Background: an optimization exercise with open tools, aiming at small area. Do not read the settings as production practice. The RTL was checked by simulation tests, not by an equivalence proof against the original design.

Design pe_chain, start of the top module:
module pe_chain (
    input         clk,
    input         rst_n,
    input  [7:0]  ifmap_i,
    input  [7:0]  weight_i,
    input  [31:0] psum_i,
    input         ifmap_en_i,
    input         weight_en_i,
    input         psum_en_i,
    output [7:0]  ifmap_o,
    output [7:0]  weight_o,
    output [31:0] psum_o,
    output        weight_en_o,
    output        psum_en_o
    );
    wire [7:0] if_w  [0:16];
    wire [7:0] w_w   [0:16];
    wire       wen_w [0:16];
    wire       pen_w [0:16];
    assign if_w[0]  = ~ifmap_i;
    assign w_w[0]   = ~weight_i;
    assign wen_w[0] = weight_en_i;
    assign pen_w[0] = psum_en_i;
    wire [15:0] lo0, hi0;
    wire [0:0] cnt0;
    wire        c0;
    PE #(.LAST(0), .CW(0), .CWO(1)) u_pe0 (
        .clk(clk), .rst_n(rst_n),
        .ifmap_n_i(if_w[0]), .weight_n_i(w_w[0]), .psum_i(psum_i),
        .ifmap_en_i(ifmap_en_i), .weight_en_i(wen_w[0]), .psum_en_i(pen_w[0]),
        .ifmap_n_o(if_w[1]), .weight_n_o(w_w[1]), .lo_o(lo0), .hi_o(hi0), .cnt_o(cnt0), .c_o(c0),
        .weight_en_o(wen_w[1]), .psum_en_o(pen_w[1]));
    wire [15:0] lo1, hi1;
    wire [1:0] cnt1;
    wire        c1;
    PE #(.LAST(0), .CW(1), .CWO(2)) u_pe1 (
        .clk(clk), .rst_n(rst_n),
        .ifmap_n_i(if_w[1]), .weight_n_i(w_w[1]), .psum_i({cnt0[0:0], hi0, lo0}),
        .ifmap_en_i(ifmap_en_i), .weight_en_i(wen_w[1]), .psum_en_i(pen_w[1]),
  ...
Settings: LEC_CHECK=0, CAP_MARGIN=20, CORE_MARGIN=2, CORE_UTILIZATION=65, PLACE_DENSITY=0.75, SLEW_MARGIN=20; clock period 10.0 ns.
standard.sh (not shown) runs the stock make flow with config.mk's settings and CLKGATE_MAP_FILE= SYNTH_SCRIPT=/design/flow/synth_recipe.tcl, a recipe that flattens the netlist after the stock synthesis.
==> flow/flow/run.sh <==
#!/bin/bash
# The standard layout, with these changes:
# * the datapath's small cells (pe_fa, pe_ha, pe_nor in rtl/PE.v) are mapped
#   straight onto sky130 cells in the synthesis canonicalize step
#   (flow/premap.tcl); registers are synthesized exactly as in the standard flow;
# * every input and output port still gets a buffer, of the smallest kind;
# * clock tree synthesis uses small clock buffers and no dummy loads.
set -euo pipefail
export SYNTH_CANONICALIZE_TCL="$PWD/flow/premap.tcl"
P=sky130_fd_sc_hd__
export BUFFER_PORTS_ARGS="-buffer_cell ${P}buf_1"
export CTS_ARGS="-sink_clustering_enable -repair_clock_nets -dont_use_dummy_load -buf_list ${P}clkbuf_4 -root_buf ${P}clkbuf_16 -sink_clustering_size 8 -sink_clustering_max_diameter 30"
bash standard.sh > standard.log 2>&1
==> flow/flow/premap.tcl <==
# Run in ORFS's synthesis canonicalize step (SYNTH_CANONICALIZE_TCL), after
# hierarchy: the datapath's small cells become library cells before synthesis.
techmap -map [file dirname [info script]]/premap.v
==> flow/flow/premap.v <==
// Maps the datapath's small cells (rtl/PE.v) straight onto library cells.
(* techmap_celltype = "pe_fa" *)
module _map_pe_fa (input a, input b, input c, output s, output co);
    sky130_fd_sc_hd__fa_1 _TECHMAP_REPLACE_ (.A(a), .B(b), .CIN(c), .SUM(s), .COUT(co));
endmodule

(* techmap_celltype = "pe_ha" *)
module _map_pe_ha (input a, input b, output s, output co);
    sky130_fd_sc_hd__ha_1 _TECHMAP_REPLACE_ (.A(a), .B(b), .SUM(s), .COUT(co));
endmodule

(* techmap_celltype = "pe_nor" *)
module _map_pe_nor (input a, input b, output y);
    sky130_fd_sc_hd__nor2_1 _TECHMAP_REPLACE_ (.A(a), .B(b), .Y(y));
endmodule
Then changed:
==> flow/flow/run.sh (replaced) <==
#!/bin/bash
# The standard layout, with two changes:
# * the datapath's small cells (pe_fa, pe_ha, pe_nor in rtl/PE.v) are mapped
#   straight onto sky130 cells in the synthesis canonicalize step
#   (flow/premap.tcl); registers are synthesized exactly as in the standard flow;
# * clock tree synthesis uses small clock buffers and no dummy loads.
set -euo pipefail
export SYNTH_CANONICALIZE_TCL="$PWD/flow/premap.tcl"
P=sky130_fd_sc_hd__
export CTS_ARGS="-sink_clustering_enable -repair_clock_nets -dont_use_dummy_load -buf_list ${P}clkbuf_2 -root_buf ${P}clkbuf_8 -sink_clustering_size 10"
bash standard.sh > standard.log 2>&1
- CORE_UTILIZATION: 65 -> 40
- PLACE_DENSITY: 0.75 -> not set
Outcome: The new run finished clean. Final area grows by 3.1%. Final cell count grows by 16%. Maximum frequency shrinks by 7.8%. Count of clock-buffer cells in the layout grows by 93. Global-route usage shrinks by 8.2 points. Routed wire length grows by 8.3%. Synthesized area is unchanged. Core utilization shrinks by 25 points.
Then changed:
--- a/flow/flow/run.sh
+++ b/flow/flow/run.sh
@@ -2 +2 @@
-# The standard layout, with two changes:
+# The standard layout, with these changes:
@@ -5,0 +6 @@
+# * every input and output port still gets a buffer, of the smallest kind;
@@ -10 +11,2 @@
-export CTS_ARGS="-sink_clustering_enable -repair_clock_nets -dont_use_dummy_load -buf_list ${P}clkbuf_2 -root_buf ${P}clkbuf_8 -sink_clustering_size 10"
+export BUFFER_PORTS_ARGS="-buffer_cell ${P}buf_1"
+export CTS_ARGS="-sink_clustering_enable -repair_clock_nets -dont_use_dummy_load -buf_list ${P}clkbuf_4 -root_buf ${P}clkbuf_16 -sink_clustering_size 8 -sink_clustering_max_diameter 30"
- CORE_UTILIZATION: 40 -> 80
- PLACE_DENSITY: not set -> 0.88
What happened: Routed wire length grows by about a fifth; fmax grows by a little under a tenth; core utilization grows by 41 points; clock-buffer cell count shrinks by 101; via count grows by a little under a tenth; worst hold slack loses 0.018 ns; synthesized cell count stays the same.

## what the ideal ports hide
How much do the figures lean on ideal ports? The routed layouts below were timed once more, with nothing changed but the port constraints.
Step 1 (the two cells are an assumption about what drives the block):
set clk [get_ports {clk}]
set_driving_cell -lib_cell sky130_fd_sc_hd__clkbuf_16 $clk
set_driving_cell -lib_cell sky130_fd_sc_hd__buf_2 [delete_from_list [all_inputs] $clk]
Step 2 also shifts input and output timing later by t, the mid clock arrival at the registers, as if the neighbouring blocks saw the same clock.
Three values: ideal, step 1, step 2; two values: the first two.
| run | shift t [ns] | setup slack, ns | hold WS [ns] | pins driven straight from the clock port |
|---|---|---|---|---|
| the first run | 0.772 | 1.400 / 1.337 / 2.023 | 0.263 / 0.263 / 0.263 | 1 |
| the second run | 0.873 | 0.676 / 0.611 / 1.484 | 0.301 / 0.301 / 0.301 | 1 |
| the third run | 0.781 | 1.322 / 1.252 / 1.828 | 0.284 / 0.284 / 0.284 | 1 |
After both steps every run listed still meets setup and hold.
